Context: an optimization exercise on an open-source flow, tuned for small area and a short achievable clock period. The choices shown serve that exercise and are no tape-out recipe. Function was not checked in any run shown here: the RTL went through the layout flow alone.

==> flow/design.v, too long to show whole: its modules and the start of the top module <==
// module iq_comp: 627 lines
// module iq_a21o: 3 lines
// module iq_a21oi: 3 lines
// module iq_a22o: 3 lines
// module iq_a22oi: 3 lines
// module iq_and2: 3 lines
// module iq_fa: 3 lines
// module iq_ha: 3 lines
// module iq_inv: 3 lines
// module iq_maj3: 3 lines
// module iq_mux2: 3 lines
// module iq_mux2x2: 3 lines
// module iq_nand2: 3 lines
// module iq_nor2: 3 lines
// module iq_nor3: 3 lines
// module iq_o21ai: 3 lines
// module iq_xnor2: 3 lines
// module iq_xor2: 3 lines
// module iq_benc: 9 lines
// module iq_bencn: 9 lines
// module iq_add13: 3 lines
module iq_comp (
	input clk, RESETn,
	input freeze_iqcomp,
	input [1:0] op_mode,
	input [3:0] Ix, Qx,
	input signed [12:0] Wr_in, Wj_in,
	output reg signed [3:0] Iy, Qy,
	output wire settled,
	output reg signed [12:0] Wr, Wj
);
  // ...
==> flow/flow/run.sh <==
#!/bin/bash
# Layout flow: the standard flow, with two changes:
#  - synthesis maps the RTL's leaf modules to the cells given in
#    flow/cells_map.v (via ORFS's SYNTH_CANONICALIZE_TCL hook);
#  - port buffers are buf_1 cells.
set -euo pipefail
here=$(pwd)
export SYNTH_CANONICALIZE_TCL="$here/flow/canon.tcl"
export BUFFER_PORTS_ARGS="-buffer_cell sky130_fd_sc_hd__buf_1"
bash standard.sh > "$here/standard.log" 2>&1
==> flow/flow/canon.tcl <==
# Sourced by ORFS's synthesis canonicalize step (SYNTH_CANONICALIZE_TCL):
# replaces the leaf modules of the RTL by their cell-level views in
# cells_map.v (same functions, as sky130 cells).
set here [file dirname [file normalize [info script]]]
set f [open [file join $here leaf_modules.txt] r]
set leaves [string trim [read $f]]
close $f
foreach m $leaves {
  delete =$m
}
read_verilog [file join $here cells_map.v]
hierarchy -check -top $::env(DESIGN_NAME)
==> flow/flow/cells_map.v <==
// Generated by gen/gen11.py: cell-level views of the leaf modules of rtl/iq_comp.v

module iq_a21o (input a, b, c, output y);
sky130_fd_sc_hd__a21o_1 g (.A1(a), .A2(b), .B1(c), .X(y));
endmodule

module iq_a21oi (input a, b, c, output y);
sky130_fd_sc_hd__a21oi_1 g (.A1(a), .A2(b), .B1(c), .Y(y));
endmodule

module iq_a22o (input a, b, c, d, output y);
sky130_fd_sc_hd__a22o_1 g (.A1(a), .A2(b), .B1(c), .B2(d), .X(y));
endmodule

module iq_a22oi (input a, b, c, d, output y);
sky130_fd_sc_hd__a22oi_1 g (.A1(a), .A2(b), .B1(c), .B2(d), .Y(y));
endmodule

module iq_and2 (input a, b, output y);
sky130_fd_sc_hd__and2_1 g (.A(a), .B(b), .X(y));
endmodule

module iq_fa (input a, b, c, output s, co);
sky130_fd_sc_hd__fa_1 g (.A(a), .B(b), .CIN(c), .SUM(s), .COUT(co));
endmodule

module iq_ha (input a, b, output s, co);
sky130_fd_sc_hd__ha_1 g (.A(a), .B(b), .SUM(s), .COUT(co));
endmodule

module iq_inv (input a, output y);
sky130_fd_sc_hd__inv_1 g (.A(a), .Y(y));
endmodule

module iq_maj3 (input a, b, c, output y);
sky130_fd_sc_hd__maj3_1 g (.A(a), .B(b), .C(c), .X(y));
endmodule

module iq_mux2 (input a0, a1, s, output y);
sky130_fd_sc_hd__mux2_1 g (.A0(a0), .A1(a1), .S(s), .X(y));
endmodule

module iq_mux2x2 (input a0, a1, s, output y);
sky130_fd_sc_hd__mux2_2 g (.A0(a0), .A1(a1), .S(s), .X(y));
endmodule

module iq_nand2 (input a, b, output y);
sky130_fd_sc_hd__nand2_1 g (.A(a), .B(b), .Y(y));
endmodule

module iq_nor2 (input a, b, output y);
sky130_fd_sc_hd__nor2_1 g (.A(a), .B(b), .Y(y));
endmodule

module iq_nor3 (input a, b, c, output y);
sky130_fd_sc_hd__nor3_1 g (.A(a), .B(b), .C(c), .Y(y));
endmodule

module iq_o21ai (input a, b, c, output y);
sky130_fd_sc_hd__o21ai_0 g (.A1(a), .A2(b), .B1(c), .Y(y));
endmodule

module iq_xnor2 (input a, b, output y);
sky130_fd_sc_hd__xnor2_1 g (.A(a), .B(b), .Y(y));
endmodule

module iq_xor2 (input a, b, output y);
sky130_fd_sc_hd__xor2_1 g (.A(a), .B(b), .X(y));
endmodule

module iq_benc (input [3:0] I, output [5:0] e);
wire nI0, nI1, e1n, f;
sky130_fd_sc_hd__inv_1 g0 (.A(I[0]), .Y(nI0));
sky130_fd_sc_hd__inv_4 g1 (.A(nI0), .Y(e[0]));
sky130_fd_sc_hd__inv_1 g2 (.A(I[1]), .Y(nI1));
sky130_fd_sc_hd__nor2_4 g3 (.A(nI1), .B(I[0]), .Y(e[1]));
sky130_fd_sc_hd__inv_4 g4 (.A(nI1), .Y(e[2]));
sky130_fd_sc_hd__xnor2_1 g5 (.A(I[1]), .B(I[2]), .Y(e1n));
sky130_fd_sc_hd__inv_4 g6 (.A(e1n), .Y(e[3]));
sky130_fd_sc_hd__xor2_1 g7 (.A(I[3]), .B(I[2]), .X(f));
sky130_fd_sc_hd__nor2b_4 g8 (.A(f), .B_N(e1n), .Y(e[4]));
sky130_fd_sc_hd__inv_4 g9 (.A(I[3]), .Y(e[5]));
endmodule

module iq_bencn (input [3:0] I, output [5:0] e);
wire nI0, nI1, nI3, e1n, f;
sky130_fd_sc_hd__inv_1 g0 (.A(I[0]), .Y(nI0));
sky130_fd_sc_hd__inv_4 g1 (.A(nI0), .Y(e[0]));
sky130_fd_sc_hd__inv_1 g2 (.A(I[1]), .Y(nI1));
sky130_fd_sc_hd__nor2_4 g3 (.A(nI1), .B(I[0]), .Y(e[1]));
sky130_fd_sc_hd__inv_4 g4 (.A(I[1]), .Y(e[2]));
sky130_fd_sc_hd__xnor2_1 g5 (.A(I[1]), .B(I[2]), .Y(e1n));
sky130_fd_sc_hd__inv_4 g6 (.A(e1n), .Y(e[3]));
sky130_fd_sc_hd__xor2_1 g7 (.A(I[3]), .B(I[2]), .X(f));
sky130_fd_sc_hd__nor2b_4 g8 (.A(f), .B_N(e1n), .Y(e[4]));
sky130_fd_sc_hd__inv_1 g9 (.A(I[3]), .Y(nI3));
sky130_fd_sc_hd__inv_4 g10 (.A(nI3), .Y(e[5]));
endmodule



module iq_add13(A, B, s);
  input [12:0] A;
  wire [12:0] A;
  input [12:0] B;
  wire [12:0] B;
  output [12:0] s;
  wire [12:0] s;
  wire _00_;
  wire _01_;
  wire _02_;
  wire _03_;
  wire _04_;
  wire _05_;
  wire _06_;
  wire _07_;
  wire _08_;
  wire _09_;
  wire _10_;
  wire _11_;
  wire _12_;
  wire _13_;
  wire _14_;
  wire _15_;
  wire _16_;
  wire _17_;
  wire _18_;
  wire _19_;
  wire _20_;
  wire _21_;
  wire _22_;
  wire _23_;
  wire _24_;
  wire _25_;
  wire _26_;
  wire _27_;
  wire _28_;
  wire _29_;
  wire _30_;
  wire _31_;
  wire _32_;
  wire _33_;
  wire _34_;
  wire _35_;
  wire _36_;
  wire _37_;
  wire _38_;
  sky130_fd_sc_hd__nand2_1 _39_ (
    .A(A[0]),
    .B(B[0]),
    .Y(_00_)
  );
  sky130_fd_sc_hd__xor2_1 _40_ (
    .A(A[0]),
    .B(B[0]),
    .X(s[0])
  );
  sky130_fd_sc_hd__nor2_1 _41_ (
    .A(A[11]),
    .B(B[11]),
    .Y(_01_)
  );
  sky130_fd_sc_hd__nand2_1 _42_ (
    .A(A[11]),
    .B(B[11]),
    .Y(_02_)
  );
  sky130_fd_sc_hd__and2_0 _43_ (
    .A(A[10]),
    .B(B[10]),
    .X(_03_)
  );
  sky130_fd_sc_hd__nor2_1 _44_ (
    .A(A[10]),
    .B(B[10]),
    .Y(_04_)
  );
  sky130_fd_sc_hd__nor2_1 _45_ (
    .A(_03_),
    .B(_04_),
    .Y(_05_)
  );
  sky130_fd_sc_hd__nand2_1 _46_ (
    .A(A[9]),
    .B(B[9]),
    .Y(_06_)
  );
  sky130_fd_sc_hd__or2_0 _47_ (
    .A(A[9]),
    .B(B[9]),
    .X(_07_)
  );
  sky130_fd_sc_hd__nand2_1 _48_ (
    .A(A[8]),
    .B(B[8]),
    .Y(_08_)
  );
  sky130_fd_sc_hd__xnor2_1 _49_ (
    .A(A[8]),
    .B(B[8]),
    .Y(_09_)
  );
  sky130_fd_sc_hd__and2_0 _50_ (
    .A(A[7]),
    .B(B[7]),
    .X(_10_)
  );
  sky130_fd_sc_hd__nor2_1 _51_ (
    .A(A[7]),
    .B(B[7]),
    .Y(_11_)
  );
  sky130_fd_sc_hd__and2_0 _52_ (
    .A(A[6]),
    .B(B[6]),
    .X(_12_)
  );
  sky130_fd_sc_hd__nor2_1 _53_ (
    .A(A[6]),
    .B(B[6]),
    .Y(_13_)
  );
  sky130_fd_sc_hd__nor2_1 _54_ (
    .A(_12_),
    .B(_13_),
    .Y(_14_)
  );
  sky130_fd_sc_hd__nand2_1 _55_ (
    .A(A[1]),
    .B(B[1]),
    .Y(_15_)
  );
  sky130_fd_sc_hd__nor2_1 _56_ (
    .A(A[1]),
    .B(B[1]),
    .Y(_16_)
  );
  sky130_fd_sc_hd__xor2_1 _57_ (
    .A(A[1]),
    .B(B[1]),
    .X(_17_)
  );
  sky130_fd_sc_hd__o21ai_0 _58_ (
    .A1(_00_),
    .A2(_16_),
    .B1(_15_),
    .Y(_18_)
  );
  sky130_fd_sc_hd__xnor2_1 _59_ (
    .A(A[2]),
    .B(B[2]),
    .Y(_19_)
  );
  sky130_fd_sc_hd__maj3_1 _60_ (
    .A(A[2]),
    .B(B[2]),
    .C(_18_),
    .X(_20_)
  );
  sky130_fd_sc_hd__xnor2_1 _61_ (
    .A(A[3]),
    .B(B[3]),
    .Y(_21_)
  );
  sky130_fd_sc_hd__maj3_1 _62_ (
    .A(A[3]),
    .B(B[3]),
    .C(_20_),
    .X(_22_)
  );
  sky130_fd_sc_hd__xnor2_1 _63_ (
    .A(A[4]),
    .B(B[4]),
    .Y(_23_)
  );
  sky130_fd_sc_hd__maj3_1 _64_ (
    .A(A[4]),
    .B(B[4]),
    .C(_22_),
    .X(_24_)
  );
  sky130_fd_sc_hd__xnor2_1 _65_ (
    .A(A[5]),
    .B(B[5]),
    .Y(_25_)
  );
  sky130_fd_sc_hd__maj3_1 _66_ (
    .A(A[5]),
    .B(B[5]),
    .C(_24_),
    .X(_26_)
  );
  sky130_fd_sc_hd__a21o_1 _67_ (
    .A1(_14_),
    .A2(_26_),
    .B1(_12_),
    .X(_27_)
  );
  sky130_fd_sc_hd__a211oi_1 _68_ (
    .A1(_14_),
    .A2(_26_),
    .B1(_10_),
    .C1(_12_),
    .Y(_28_)
  );
  sky130_fd_sc_hd__nor2_1 _69_ (
    .A(_11_),
    .B(_28_),
    .Y(_29_)
  );
  sky130_fd_sc_hd__o31ai_1 _70_ (
    .A1(_09_),
    .A2(_11_),
    .A3(_28_),
    .B1(_08_),
    .Y(_30_)
  );
  sky130_fd_sc_hd__o311ai_0 _71_ (
    .A1(_09_),
    .A2(_11_),
    .A3(_28_),
    .B1(_08_),
    .C1(_06_),
    .Y(_31_)
  );
  sky130_fd_sc_hd__nand2_1 _72_ (
    .A(_07_),
    .B(_31_),
    .Y(_32_)
  );
  sky130_fd_sc_hd__a31oi_1 _73_ (
    .A1(_05_),
    .A2(_07_),
    .A3(_31_),
    .B1(_03_),
    .Y(_33_)
  );
  sky130_fd_sc_hd__o21ai_0 _74_ (
    .A1(_01_),
    .A2(_33_),
    .B1(_02_),
    .Y(_34_)
  );
  sky130_fd_sc_hd__xnor2_1 _75_ (
    .A(A[12]),
    .B(B[12]),
    .Y(_35_)
  );
  sky130_fd_sc_hd__xnor2_1 _76_ (
    .A(_34_),
    .B(_35_),
    .Y(s[12])
  );
  sky130_fd_sc_hd__nor2b_1 _77_ (
    .A(_01_),
    .B_N(_02_),
    .Y(_36_)
  );
  sky130_fd_sc_hd__xnor2_1 _78_ (
    .A(_33_),
    .B(_36_),
    .Y(s[11])
  );
  sky130_fd_sc_hd__xnor2_1 _79_ (
    .A(_05_),
    .B(_32_),
    .Y(s[10])
  );
  sky130_fd_sc_hd__nand2_1 _80_ (
    .A(_06_),
    .B(_07_),
    .Y(_37_)
  );
  sky130_fd_sc_hd__xnor2_1 _81_ (
    .A(_30_),
    .B(_37_),
    .Y(s[9])
  );
  sky130_fd_sc_hd__xnor2_1 _82_ (
    .A(_09_),
    .B(_29_),
    .Y(s[8])
  );
  sky130_fd_sc_hd__or2_0 _83_ (
    .A(_10_),
    .B(_11_),
    .X(_38_)
  );
  sky130_fd_sc_hd__xnor2_1 _84_ (
    .A(_27_),
    .B(_38_),
    .Y(s[7])
  );
  sky130_fd_sc_hd__xor2_1 _85_ (
    .A(_14_),
    .B(_26_),
    .X(s[6])
  );
  sky130_fd_sc_hd__xnor2_1 _86_ (
    .A(_24_),
    .B(_25_),
    .Y(s[5])
  );
  sky130_fd_sc_hd__xnor2_1 _87_ (
    .A(_22_),
    .B(_23_),
    .Y(s[4])
  );
  sky130_fd_sc_hd__xnor2_1 _88_ (
    .A(_20_),
    .B(_21_),
    .Y(s[3])
  );
  sky130_fd_sc_hd__xnor2_1 _89_ (
    .A(_18_),
    .B(_19_),
    .Y(s[2])
  );
  sky130_fd_sc_hd__xnor2_1 _90_ (
    .A(_00_),
    .B(_17_),
    .Y(s[1])
  );
endmodule
==> flow/flow/leaf_modules.txt <==
iq_a21o iq_a21oi iq_a22o iq_a22oi iq_and2 iq_fa iq_ha iq_inv iq_maj3 iq_mux2 iq_mux2x2 iq_nand2 iq_nor2 iq_nor3 iq_o21ai iq_xnor2 iq_xor2 iq_benc iq_bencn iq_add13
==> flow/standard.sh <==
#!/bin/bash
# synth_recipe.tcl (not shown) runs the flow's synth.tcl, then flattens the netlist and writes it again
# the make line also repeats each setting of config.mk as NAME=value (left out here)
make -C /OpenROAD-flow-scripts/flow DESIGN_CONFIG=/design/flow/config.mk WORK_HOME=/design/flow/orfs CLKGATE_MAP_FILE= SYNTH_SCRIPT=/design/flow/synth_recipe.tcl "${@:-finish}"
==> flow/config.mk <==
export PLATFORM = sky130hd
export DESIGN_NAME = iq_comp
export DESIGN_NICKNAME = iq_comp
export VERILOG_FILES = /design/flow/design.v
export SDC_FILE = /design/flow/constraint.sdc
export NUM_CORES = 4
export LEC_CHECK = 0
export CAP_MARGIN = 20
export CORE_MARGIN = 2
export CORE_UTILIZATION = 40
export CTS_BUF_LIST = sky130_fd_sc_hd__clkbuf_8
export SETUP_SLACK_MARGIN = 2.0
export SLEW_MARGIN = 20
export SYNTH_HIERARCHICAL = 1
export SYNTH_MINIMUM_KEEP_SIZE = 0
==> flow/constraint.sdc <==
create_clock -name core_clock -period 8.0 [get_ports {clk}]
set_input_delay 1.6000 -clock core_clock [delete_from_list [all_inputs] [get_ports {clk}]]
set_output_delay 1.6000 -clock core_clock [all_outputs]
set_load 0.01 [all_outputs]
==> impl_metrics.py, run 1 <==
metrics = {
    "outcome": {
        "status": "timing/DRC/antenna clean",
    },
    "layout": {
        "nNetsFinal": 1008,
        "final_cell_mix": "140 x xnor2_1, 88 x a22oi_1, 76 x nand2_1",
        "nNonClkInverters": 78,
        "final_cells": 1101,
    },
    "sta": {
        "slew_headroom_pct": 50.92,
        "drv_slew": 0,
        "grt_setup_unrepaired": "false",
        "worst_slew_pin_slew_ps": 736.2,
    },
    "worst_setup_path": {
        "crit_arrival_ps": 5900,
        "critical-path-slowest-cell": "fa_1",
        "worstSetupEndpointType": "register",
        "r2r_start": "Qy[1]",
        "startpoint_type": "input port",
        "r2r_slack_ps": 3030,
    },
    "yosys": {
        "synth_fa_ha_area_share_pct": 25.75,
        "ys_seq_area_share_pct": 9.716,
        "synth_edf_count": 0,
        "netlist_top_cells_count": "140 x xnor2_1, 88 x a22oi_1, 76 x nand2_1",
    },
    "clocking": {
        "cts_setup_buffers": 0,
        "insertion_delay_ps": 320,
        "cts-root-buf": "clkbuf_8",
        "htree_levels": 2,
    },
    "floorplanning": {
        "dieHeight_um": 136.3,
        "die_x_um": 136.3,
        "pin_count": 74,
    },
    "placement": {
        "dp.cells": 1093,
        "place_congestion": 0.9333,
    },
    "routing": {
        "dr_total_vias": 5855,
        "wl_met1_um": 9140,
        "dr.max_layer_used": "met4",
    },
    "worst_hold_path": {
        "holdPathStages": 2,
    },
    "grt": {
        "grt_max_degree": 28,
        "grt_usage_pct": 20.74,
    },
}
==> run 2, diff against run 1 <==
--- a/flow/config.mk
+++ b/flow/config.mk
@@ -11,3 +11,3 @@
 export CTS_BUF_LIST = sky130_fd_sc_hd__clkbuf_8
-export SETUP_SLACK_MARGIN = 2.0
+export SETUP_SLACK_MARGIN = 2.25
 export SLEW_MARGIN = 20
==> run 2 against run 1 <==
  * Synthesized cell count unchanged
  * Highest routed layer unchanged
  * Cell count increased by 0.45%
  * Wire length rose by 2.5%
  * Register-to-register slack better by 20 ps
  * Still clean
  * Via count rose by 0.50%
  * Flip-flop and latch count unchanged
==> impl_metrics.py, run 2 <==
metrics = {
    "yosys": {
        "async_flop_share_pct": 0,
        "synth_most_common_cell": "xnor2_1",
        "synth_cell_types": 35,
        "syn_inst": 794,
        "synth_warnings": 7,
        "synthTopCellsByArea": "fa_1 19%, xnor2_1 18%, dfxtp_1 9.7%, a22oi_1 9.4%, xor2_1 7.0%",
        "ys_seq_area_share_pct": 9.716,
        "ys_ff_latch": 34,
        "synth_top_area_share_pct": 18.57,
        "synth_edf_count": 0,
        "netlist_top_cells_count": "140 x xnor2_1, 88 x a22oi_1, 76 x nand2_1",
        "synth.cell_area_um2": 7005,
        "synthFlopType": "dfxtp_1",
        "avgSynthCellArea_um2": 8.823,
        "yosys.area.top_type": "fa_1",
    },
    "worst_hold_path": {
        "hp-start": "Wj[0]",
        "hp-class": "register to register",
        "holdPathStages": 2,
        "holdPathEnd": "Wj[0]",
    },
    "worst_setup_path": {
        "crit_arrival_ps": 5810,
        "rr_worst_depth": 13,
        "crit_cells": 16,
        "crit_chain": "clkbuf_2 -> buf_12 -> mux2_2 -> a22oi_1 -> xnor2_1 -> ha_1 -> fa_1 -> fa_2 -> xor2_1 -> xor2_1 -> nor2_1 -> nor3_1 -> a21o_1 -> xor2_1 -> a21o_1 -> mux2_1",
        "crit_path_max_incr_delay_ps": 600,
        "critical-path-slowest-cell": "fa_2",
        "worst-path-buf-inv": 2,
        "cp_common_cell": "xor2_1",
        "worstReg2RegEnd": "Wr[12]",
        "worstSetupEndpointType": "register",
        "r2r_start": "Qy[1]",
        "crit_path_max_fanout": 14,
        "startpoint_type": "input port",
        "cp.required_ps": 8200,
        "critical_path.top_delay_family": "adder cells",
        "worstSetupPathType": "input port to register",
        "r2r_slack_ps": 3050,
    },
    "grt": {
        "grt_pass1_wl_um": 30160,
        "grt_usage_pct": 20.74,
        "first_global_vias": 5695,
        "grt_max_degree": 28,
        "grt_antenna_before_repair": 0,
        "grt_overflow_total": 0,
    },
    "routing": {
        "route.detailed.drc": 0,
        "drt-total-wl_um": 19180,
        "antenna_left": 0,
        "drt_first_pass_iters": 5,
        "viasPerCell": 5.320,
        "routed_wire_length_per_instance_um": 17.34,
        "first_iter_violations": 426,
        "dr_total_vias": 5884,
    },
    "floorplanning": {
        "dieHeight_um": 136.3,
        "pin_count": 74,
        "fp.coreArea_um2": 17240,
        "initial_core_util_pct": 40.64,
        "die_x_um": 136.3,
        "rows": 48,
        "dieArea_um2": 18590,
    },
    "layout": {
        "final_cell_mix": "140 x xnor2_1, 87 x a22oi_1, 76 x nand2_1",
        "final_common_cell": "xnor2_1",
        "num_antenna_cells": 0,
        "fill_cells": 1742,
        "syn2layout_area_growth_pct": 12.04,
        "final_cells": 1106,
        "drive_above_1_share_pct": 9.762,
        "design_area_um2": 7849,
        "reg_top3": "Wj (13), Wr (13)",
        "seqCellArea_um2": 680.7,
        "multiInputGateArea_um2": 6052,
        "nNetsFinal": 1013,
    },
    "placement": {
        "hpwl_um": 14940,
        "dp.cells": 1093,
        "place_congestion": 0.9333,
        "place_area_um2": 7561,
        "preCtsSetupSlack_ps": 1987,
        "port_buffers": 73,
    },
    "outcome": {
        "status": "timing/DRC/antenna clean",
    },
    "sta": {
        "min_period_ps": 5605,
        "slew_headroom_pct": 57.74,
        "setup_violations": 0,
        "finalCritPeriodShare_pct": 70.06,
        "drv_slew": 0,
        "tns_ps": 0,
        "hold_violations": 0,
        "grt_setup_unrepaired": "true",
        "fin_skew_ps": 12.41,
        "fin_ws_ps": 2395,
        "worst_slew_pin_slew_ps": 633.0,
        "clock.fmax_mhz": 178.4,
    },
    "clocking": {
        "htree_levels": 2,
        "cts_tree": "built",
        "clk_pin_slew_worst_paths_ps": 90,
        "insertion_delay_ps": 320,
        "ctsHoldBuffers": 0,
        "cts_buffers": 5,
        "clock_sink_count": 34,
        "clockBufferDepth": 2,
        "cts-root-buf": "clkbuf_8",
    },
    "run": {
        "drv_cap": 0,
    },
}
[run 2: cell types whose count changed in the layout (fill, tap and decap cells not counted), sizes merged]
cell	delta
buf	-2
clkbuf	+7
[run 2: layout make-up]
cell class	count	area share [%]
multi-input combinational	681	77.11
sequential	34	8.672
timing repair buffer	80	4.639
inverter	78	4.240
tap	225	3.587
clock buffer	5	0.8768
clock inverter	3	0.8768
[run 2: metal layers]
metal / global-route usage, % / vias to the layer above / routed length (µm)
met5: 0 / - / 0
met4: 4.109 / 0 / 289
met3: 2.013 / 21 / 924
met2: 33.19 / 157 / 8729
met1: 30.37 / 2844 / 9239
li1: - / 2862 / -
[run 2: worst min-delay path, stage by stage (launching register included)]
cell     delay (ps)
dfxtp_1         410
xor2_1          160
a22o_1          140
[run 2: cell families after synthesis]
kind of cell / share of synthesized area, %
flip-flops: 9.716
AO/OA/AOI/OAI: 17.56
AND/OR/NAND/NOR: 11.93
other: 0.05353
adder cells (fa/ha/maj): 25.75
XOR/XNOR: 24.50
multiplexers: 5.465
buffers and inverters: 5.019
[run 2: modules after synthesis, one instance, submodules excluded, excerpt]
| module | cells | flops+latches | cell area [µm²] | copies in the design |
|---|---|---|---|---|
| iq_a22oi | 1 | 0 | 7.507 | 88 |
| iq_ha | 1 | 0 | 12.51 | 28 |
| iq_benc | 10 | 0 | 75.07 | 3 |
| iq_nand2 | 1 | 0 | 3.754 | 56 |
| iq_a22o | 1 | 0 | 8.758 | 26 |
| iq_mux2 | 1 | 0 | 11.26 | 8 |
| iq_o21ai | 1 | 0 | 5.005 | 14 |
| iq_inv | 1 | 0 | 3.754 | 47 |
| iq_xor2 | 1 | 0 | 8.758 | 46 |
| iq_nor2 | 1 | 0 | 3.754 | 42 |
| iq_a21o | 1 | 0 | 7.507 | 8 |
| iq_xnor2 | 1 | 0 | 8.758 | 102 |
| iq_and2 | 1 | 0 | 6.256 | 14 |
| iq_a21oi | 1 | 0 | 5.005 | 8 |
| iq_add13 | 52 | 0 | 356.6 | 2 |
| iq_nor3 | 1 | 0 | 5.005 | 2 |
[run 2: through the flow]
| stage | hold WS [ps] | util (%) |
|---|---|---|
| after global placement | 719.1 | 43.87 |
| final | 739.6 | 45.54 |
| after floorplan | 691.5 | - |
| after global routing | 791.0 | 45.54 |
| after CTS | 730.3 | 44.66 |
| after detailed placement | 705.7 | 43.87 |
[run 2: timing repair]
item	4_1_cts	5_1_grt
setup endpoints to repair	0	8
gates resized for setup	0	30
buffers inserted	0	4
[run 2: worst max-delay path by stage]
stage | from | endpoint | slack (ps)
final | op_mode[0] | Qy[1] | 2390
after global routing | op_mode[0] | Qy[0] | 2200
after CTS | Ix[1] | Qy[1] | 2310
after detailed placement | Ix[1] | Qy[1] | 1990
after global placement | op_mode[0] | Qy[2] | 2020
after floorplan | op_mode[0] | Iy[0] | 2820
==> run 3, diff against run 2 <==
--- a/flow/flow/cells_map.v
+++ b/flow/flow/cells_map.v
@@ -1,2 +1,2 @@
-// Generated by gen/gen11.py: cell-level views of the leaf modules of rtl/iq_comp.v
+// Generated by gen/gen12.py: cell-level views of the leaf modules of rtl/iq_comp.v
 
@@ -75,3 +75,3 @@
 sky130_fd_sc_hd__inv_1 g2 (.A(I[1]), .Y(nI1));
-sky130_fd_sc_hd__nor2_4 g3 (.A(nI1), .B(I[0]), .Y(e[1]));
+sky130_fd_sc_hd__and2b_4 g3 (.A_N(I[0]), .B(I[1]), .X(e[1]));
 sky130_fd_sc_hd__inv_4 g4 (.A(nI1), .Y(e[2]));
@@ -85,7 +85,6 @@
 module iq_bencn (input [3:0] I, output [5:0] e);
-wire nI0, nI1, nI3, e1n, f;
+wire nI0, nI3, e1n, f;
 sky130_fd_sc_hd__inv_1 g0 (.A(I[0]), .Y(nI0));
 sky130_fd_sc_hd__inv_4 g1 (.A(nI0), .Y(e[0]));
-sky130_fd_sc_hd__inv_1 g2 (.A(I[1]), .Y(nI1));
-sky130_fd_sc_hd__nor2_4 g3 (.A(nI1), .B(I[0]), .Y(e[1]));
+sky130_fd_sc_hd__and2b_4 g3 (.A_N(I[0]), .B(I[1]), .X(e[1]));
 sky130_fd_sc_hd__inv_4 g4 (.A(I[1]), .Y(e[2]));
--- a/flow/config.mk
+++ b/flow/config.mk
@@ -11,3 +11,3 @@
 export CTS_BUF_LIST = sky130_fd_sc_hd__clkbuf_8
-export SETUP_SLACK_MARGIN = 2.25
+export SETUP_SLACK_MARGIN = 2.0
 export SLEW_MARGIN = 20
==> run 3 against run 2 <==
  * Still clean on timing, DRC and antenna
  * Non-clock buffer count decreased by 4
  * Maximum frequency decreased by 1.9%
  * Cell count decreased by 0.45%
  * Highest routed layer unchanged
==> impl_metrics.py, run 3 <==
metrics = {
    "clocking": {
        "ctsHoldBuffers": 0,
        "htree_levels": 2,
        "clockBufferDepth": 2,
        "cts_setup_buffers": 0,
        "insertion_delay_ps": 310,
        "cts_tree": "built",
        "clock_sink_count": 34,
        "cts_resized": 0,
        "cts-root-buf": "clkbuf_8",
        "clk_pin_slew_worst_paths_ps": 80,
        "cts_buffers": 5,
    },
    "sta": {
        "drv_slew": 0,
        "clock.fmax_mhz": 175.0,
        "finalCritPeriodShare_pct": 71.43,
        "min_period_ps": 5715,
        "fin_skew_ps": 6.620,
        "hold_violations": 0,
        "worst_slew_pin_slew_ps": 1063,
        "tns_ps": 0,
        "fin_ws_ps": 2285,
        "grt_setup_unrepaired": "false",
        "slew_headroom_pct": 29.12,
        "setup_violations": 0,
    },
    "yosys": {
        "synth.cell_area_um2": 6997,
        "syn_inst": 793,
        "synth_cell_types": 35,
        "avgSynthCellArea_um2": 8.823,
        "yosys.area.top_type": "fa_1",
        "synthFlopType": "dfxtp_1",
        "synth_top_area_share_pct": 18.60,
        "synth_most_common_cell": "xnor2_1",
        "ys_seq_area_share_pct": 9.728,
        "ys_ff_latch": 34,
        "synth_warnings": 7,
        "synth_edf_count": 0,
        "async_flop_share_pct": 0,
        "netlist_top_cells_count": "140 x xnor2_1, 88 x a22oi_1, 76 x nand2_1",
        "synthTopCellsByArea": "fa_1 19%, xnor2_1 18%, dfxtp_1 9.7%, a22oi_1 9.4%, xor2_1 7.0%",
    },
    "worst_setup_path": {
        "crit_arrival_ps": 5910,
        "worstReg2RegEnd": "Wr[12]",
        "worstSetupPathType": "input port to register",
        "rr_worst_depth": 13,
        "critical-path-slowest-cell": "fa_1",
        "crit_chain": "buf_1 -> buf_4 -> mux2_2 -> a22oi_1 -> xnor2_1 -> ha_1 -> fa_1 -> fa_1 -> nor2_1 -> o21ai_0 -> a21oi_1 -> inv_1 -> a21oi_1 -> inv_1 -> a21o_1 -> xor2_1 -> a21o_1 -> mux2_1",
        "crit_path_max_incr_delay_ps": 520,
        "crit_path_max_fanout": 15,
        "cp.required_ps": 8200,
        "worstSetupEndpointType": "register",
        "critPathLaunch": "op_mode[0]",
        "r2r_slack_ps": 3120,
        "crit_end": "Qy[3]",
        "r2r_start": "Qy[1]",
        "startpoint_type": "input port",
    },
    "placement": {
        "preCtsSetupSlack_ps": 1939,
        "port_buffers": 73,
        "hpwl_um": 14920,
        "place_area_um2": 7560,
        "place_congestion": 0.8962,
    },
    "grt": {
        "first_global_vias": 5792,
        "grt_overflow_total": 0,
        "grt_antenna_before_repair": 0,
        "grt_pass1_wl_um": 30320,
        "grt_max_degree": 27,
        "grt_usage_pct": 20.90,
    },
    "run": {
        "drv_cap": 0,
    },
    "worst_hold_path": {
        "hp-class": "register to register",
        "hp-start": "Wj[12]",
    },
    "floorplanning": {
        "fp.coreArea_um2": 17180,
        "rows": 48,
        "dieArea_um2": 18570,
        "dieHeight_um": 136.3,
        "die_x_um": 136.3,
        "pin_count": 74,
        "initial_core_util_pct": 40.73,
    },
    "layout": {
        "num_antenna_cells": 0,
        "syn2layout_area_growth_pct": 10.01,
        "final_cell_mix": "140 x xnor2_1, 88 x a22oi_1, 76 x nand2_1",
        "drive_above_1_share_pct": 8.105,
        "final_common_cell": "xnor2_1",
        "reg_top3": "Wj (13), Wr (13)",
        "fill_cells": 1754,
        "design_area_um2": 7697,
        "nNetsFinal": 1008,
    },
    "routing": {
        "antenna_left": 0,
        "drt_first_pass_iters": 5,
        "route.detailed.drc": 0,
        "routed_wire_length_per_instance_um": 17.17,
        "viasPerCell": 5.395,
        "first_iter_violations": 381,
        "drt-total-wl_um": 18910,
        "dr_total_vias": 5940,
    },
    "outcome": {
        "status": "timing/DRC/antenna clean",
    },
}
## run 3: cell types whose count changed after synthesis
cell     delta
inv_1       -1
nor2_4      -4
and2b_4     +4
## run 3: logic make-up after synthesis
group / after synthesis / synth area share [%]
other: 1 / 0.05360
multiplexers: 34 / 5.472
AND/OR/NAND/NOR: 176 / 11.87
AO/OA/AOI/OAI: 165 / 17.58
XOR/XNOR: 196 / 24.54
adder cells (fa/ha/maj): 108 / 25.79
flip-flops: 34 / 9.728
buffers and inverters: 79 / 4.971
## run 3: cell type report
class / count / area (µm²) / share of cell area [%]
Tap cell: 225 / 281.5 / 3.657
Multi-Input combinational cell: 681 / 5972 / 77.58
Sequential cell: 34 / 680.7 / 8.843
Clock buffer: 5 / 68.82 / 0.8940
Clock inverter: 3 / 68.82 / 0.8940
Timing Repair Buffer: 76 / 296.5 / 3.852
Inverter: 77 / 329.1 / 4.275
## run 3: through the flow
step | cells | utilization (%) | hold WS, ps
global route | 1101 | 44.81 | 758.0
floorplan | 794 | - | 691.5
detailed placement | 1093 | 44.01 | 698.4
global placement | 1093 | 44.01 | 681.8
finish | 1101 | 44.81 | 713.2
CTS | 1101 | 44.81 | 717.8
## run 3: how the worst min path moves through the flow
stage,to,slack [ps],cells past startpoint
after detailed placement,Wj[12],700,2
after floorplan,Wj[12],690,2
after global placement,Wj[12],680,2
after global routing,Wj[12],760,2
after CTS,Wj[12],720,2
final,Wj[12],710,2
## run 3: metal layers
metal	global-route usage [%]	wire length [µm]	part of all wire, %
met5	0	0	0
met4	4.225	247	1.3
met3	2.051	948	5.0
met2	35.73	8997	48
met1	28.69	8712	46
## run 3: critical path, delay by kind of cell
kind                     cells  cell delay (ps)
AO/OA/AOI/OAI                6             1220
multiplexers                 2              780
AND/OR/NAND/NOR              1              140
XOR/XNOR                     2              260
buffers and inverters        4              630
adder cells (fa/ha/maj)      3             1270
## run 3: per-module statistics from Yosys, one instance, submodules excluded, excerpt
| module | flip-flops and latches | cell area, µm² |
|---|---|---|
| iq_xnor2 | 0 | 8.758 |
| iq_o21ai | 0 | 5.005 |
| iq_nand2 | 0 | 3.754 |
| iq_fa | 0 | 20.02 |
| iq_a22o | 0 | 8.758 |
| iq_mux2 | 0 | 11.26 |
| iq_a21oi | 0 | 5.005 |
| iq_xor2 | 0 | 8.758 |
| iq_nor2 | 0 | 3.754 |
| iq_bencn | 0 | 73.82 |
| iq_inv | 0 | 3.754 |
==> run 4, diff against run 3 <==
--- a/flow/config.mk
+++ b/flow/config.mk
@@ -11,3 +11,3 @@
 export CTS_BUF_LIST = sky130_fd_sc_hd__clkbuf_8
-export SETUP_SLACK_MARGIN = 2.0
+export SETUP_SLACK_MARGIN = 2.25
 export SLEW_MARGIN = 20
==> run 4 against run 3 <==
  * Via count is essentially flat
  * Critical path depth grew 1
  * Maximum frequency grew 2.3%
  * Highest routed layer unchanged
==> impl_metrics.py, run 4 <==
metrics = {
    "yosys": {
        "netlist_top_cells_count": "140 x xnor2_1, 88 x a22oi_1, 76 x nand2_1",
        "yosys.area.top_type": "fa_1",
        "synth_warnings": 7,
        "syn_inst": 793,
        "avgSynthCellArea_um2": 8.823,
        "ys_seq_area_share_pct": 9.728,
        "synth_cell_types": 35,
        "synth_edf_count": 0,
        "synthFlopType": "dfxtp_1",
        "async_flop_share_pct": 0,
        "ys_ff_latch": 34,
        "synth.cell_area_um2": 6997,
        "synth_top_area_share_pct": 18.60,
        "synthTopCellsByArea": "fa_1 19%, xnor2_1 18%, dfxtp_1 9.7%, a22oi_1 9.4%, xor2_1 7.0%",
        "synth_most_common_cell": "xnor2_1",
    },
    "grt": {
        "grt_overflow_total": 0,
        "grt_pass1_wl_um": 30320,
        "grt_max_degree": 27,
        "first_global_vias": 5792,
        "grt_usage_pct": 20.90,
        "grt_antenna_before_repair": 0,
    },
    "placement": {
        "port_buffers": 73,
        "hpwl_um": 14920,
        "preCtsSetupSlack_ps": 1939,
        "place_congestion": 0.8962,
        "place_area_um2": 7560,
        "dp.cells": 1093,
    },
    "run": {
        "drv_cap": 0,
    },
    "clocking": {
        "htree_levels": 2,
        "cts_buffers": 5,
        "clock_sink_count": 34,
        "ctsHoldBuffers": 0,
        "cts_tree": "built",
        "cts-root-buf": "clkbuf_8",
        "clockBufferDepth": 2,
        "insertion_delay_ps": 310,
        "clk_pin_slew_worst_paths_ps": 80,
    },
    "layout": {
        "final_common_cell": "xnor2_1",
        "final_core_util_pct": 45.61,
        "syn2layout_area_growth_pct": 11.98,
        "fill_cells": 1748,
        "design_area_um2": 7835,
        "num_antenna_cells": 0,
        "final_cell_mix": "139 x xnor2_1, 87 x a22oi_1, 76 x nand2_1",
        "nNetsFinal": 1017,
        "final_cells": 1110,
        "drive_above_1_share_pct": 10.51,
        "reg_top3": "Wj (13), Wr (13)",
    },
    "outcome": {
        "status": "timing/DRC/antenna clean",
    },
    "sta": {
        "slew_headroom_pct": 28.40,
        "finalCritPeriodShare_pct": 69.86,
        "clock.fmax_mhz": 178.9,
        "min_period_ps": 5589,
        "tns_ps": 0,
        "grt_setup_unrepaired": "false",
        "drv_slew": 0,
        "hold_violations": 0,
        "fin_skew_ps": 5.592,
        "hold_ws_ps": 713.4,
        "worst_slew_pin_slew_ps": 1074,
        "fin_ws_ps": 2411,
        "setup_violations": 0,
    },
    "routing": {
        "routed_wire_length_per_instance_um": 17.26,
        "route.detailed.drc": 0,
        "antenna_left": 0,
        "drt-total-wl_um": 19150,
        "drt_first_pass_iters": 6,
        "viasPerCell": 5.350,
        "dr_total_vias": 5938,
        "first_iter_violations": 337,
    },
    "floorplanning": {
        "initial_core_util_pct": 40.73,
        "dieHeight_um": 136.3,
        "fp.coreArea_um2": 17180,
        "rows": 48,
        "dieArea_um2": 18570,
        "die_x_um": 136.3,
        "pin_count": 74,
    },
    "worst_setup_path": {
        "cp.required_ps": 8200,
        "worstSetupPathType": "input port to register",
        "crit_path_max_fanout": 9,
        "worstSetupEndpointType": "register",
        "startpoint_type": "input port",
        "crit_arrival_ps": 5780,
    },
    "worst_hold_path": {
        "hp-class": "register to register",
    },
}
[run 4: cell counts after synthesis]
No cell type changed its count.
[run 4: per-module statistics from Yosys (local to each module, per instance), excerpt]
module     times used  cells inside  cell area, µm²  flops+latches
iq_nand2           56             1           3.754              0
iq_nor2            42             1           3.754              0
iq_mux2x2          26             1           11.26              0
iq_comp             1            63           897.1             34
iq_fa              65             1           20.02              0
iq_a22oi           88             1           7.507              0
iq_a22o            26             1           8.758              0
[run 4: logic make-up after synthesis]
kind of cell               share of synthesized area, %
AOI/OAI and AO/OA                                 17.58
xor gates and xnor gates                          24.54
adders and majority gates                         25.79
buffers and inverters                             4.971
DFF                                               9.728
muxes                                             5.472
other                                           0.05360
and+or+nand+nor                                   11.87
[run 4: what timing repair did]
item,4_1_cts,5_1_grt
endpoints found under the setup margin,0,8
gates resized for setup,0,25
buffers inserted,0,8
[run 4: cell type report]
type / count / area [µm²] / area share, %
timing repair buffer: 85 / 379.1 / 4.839
clock inverter: 3 / 68.82 / 0.8783
sequential: 34 / 680.7 / 8.687
multi-input combinational: 681 / 6027 / 76.92
inverter: 77 / 329.1 / 4.200
clock buffer: 5 / 68.82 / 0.8783
tap: 225 / 281.5 / 3.593
[run 4: critical path: stages]
cell and delay, ps:
clkbuf_2 150, clkbuf_4 230, buf_4 120, mux2_2 420
a22oi_1 260, xnor2_1 170, ha_1 270, fa_1 460
fa_1 540, nand2_1 60, o21ai_0 150, inv_1 60
o21ai_0 200, a21oi_2 80, inv_2 110, a21o_1 180
xor2_1 160, a21o_1 210, mux2_1 350
[run 4: layer usage]
metal	vias up	part of all wire [%]	global-route usage [%]
li1	2862	-	-
met1	2903	45	28.69
met2	157	48	35.73
met3	16	5.2	2.051
met4	0	1.1	4.225
met5	-	0	0
[run 4: path summary, 6_finish.rpt]
kind,from,endpoint,slack (ps),cells past startpoint
min reg2reg,Wj[12],Wj[12],710,2
max reg2reg,Qy[1],Wr[12],3140,13
max,op_mode[0],Qy[3],2410,19
min,Wj[12],Wj[12],710,2

[re-timing with driven ports]
Ports are ideal in the flow. The routed layouts listed here were re-timed in OpenROAD. Step 1 assumes that a clkbuf_16 drives the clock port and a buf_2 every other input. Step 2, shift: input delay + t, output delay - t, t = (earliest + latest rising clock arrival at the registers) / 2. This alone moves slack from input paths to output paths. a / b / c = no drivers / after step 1 / after step 2; a / b = the first two.
run | t, ns | setup WS [ns] | worst register clock-pin slew, ns | worst data-port slew with drivers (ns) | cell pins on the clock port's net
run 1 | 0.346 | 2.296 / 2.301 / 1.955 | 0.09 / 0.09 | 0.04 | 1
run 2 | 0.347 | 2.395 / 2.404 / 2.058 | 0.09 / 0.09 | 0.04 | 1
run 3 | 0.341 | 2.285 / 2.294 / 1.953 | 0.08 / 0.08 | 0.06 | 1
run 4 | 0.342 | 2.411 / 2.420 / 2.078 | 0.08 / 0.08 | 0.06 | 1
After both steps every run listed still meets setup and hold. For run 1, which loses most, drivers alone change the setup slack by +0.005 ns; drivers and shift together by -0.341 ns.
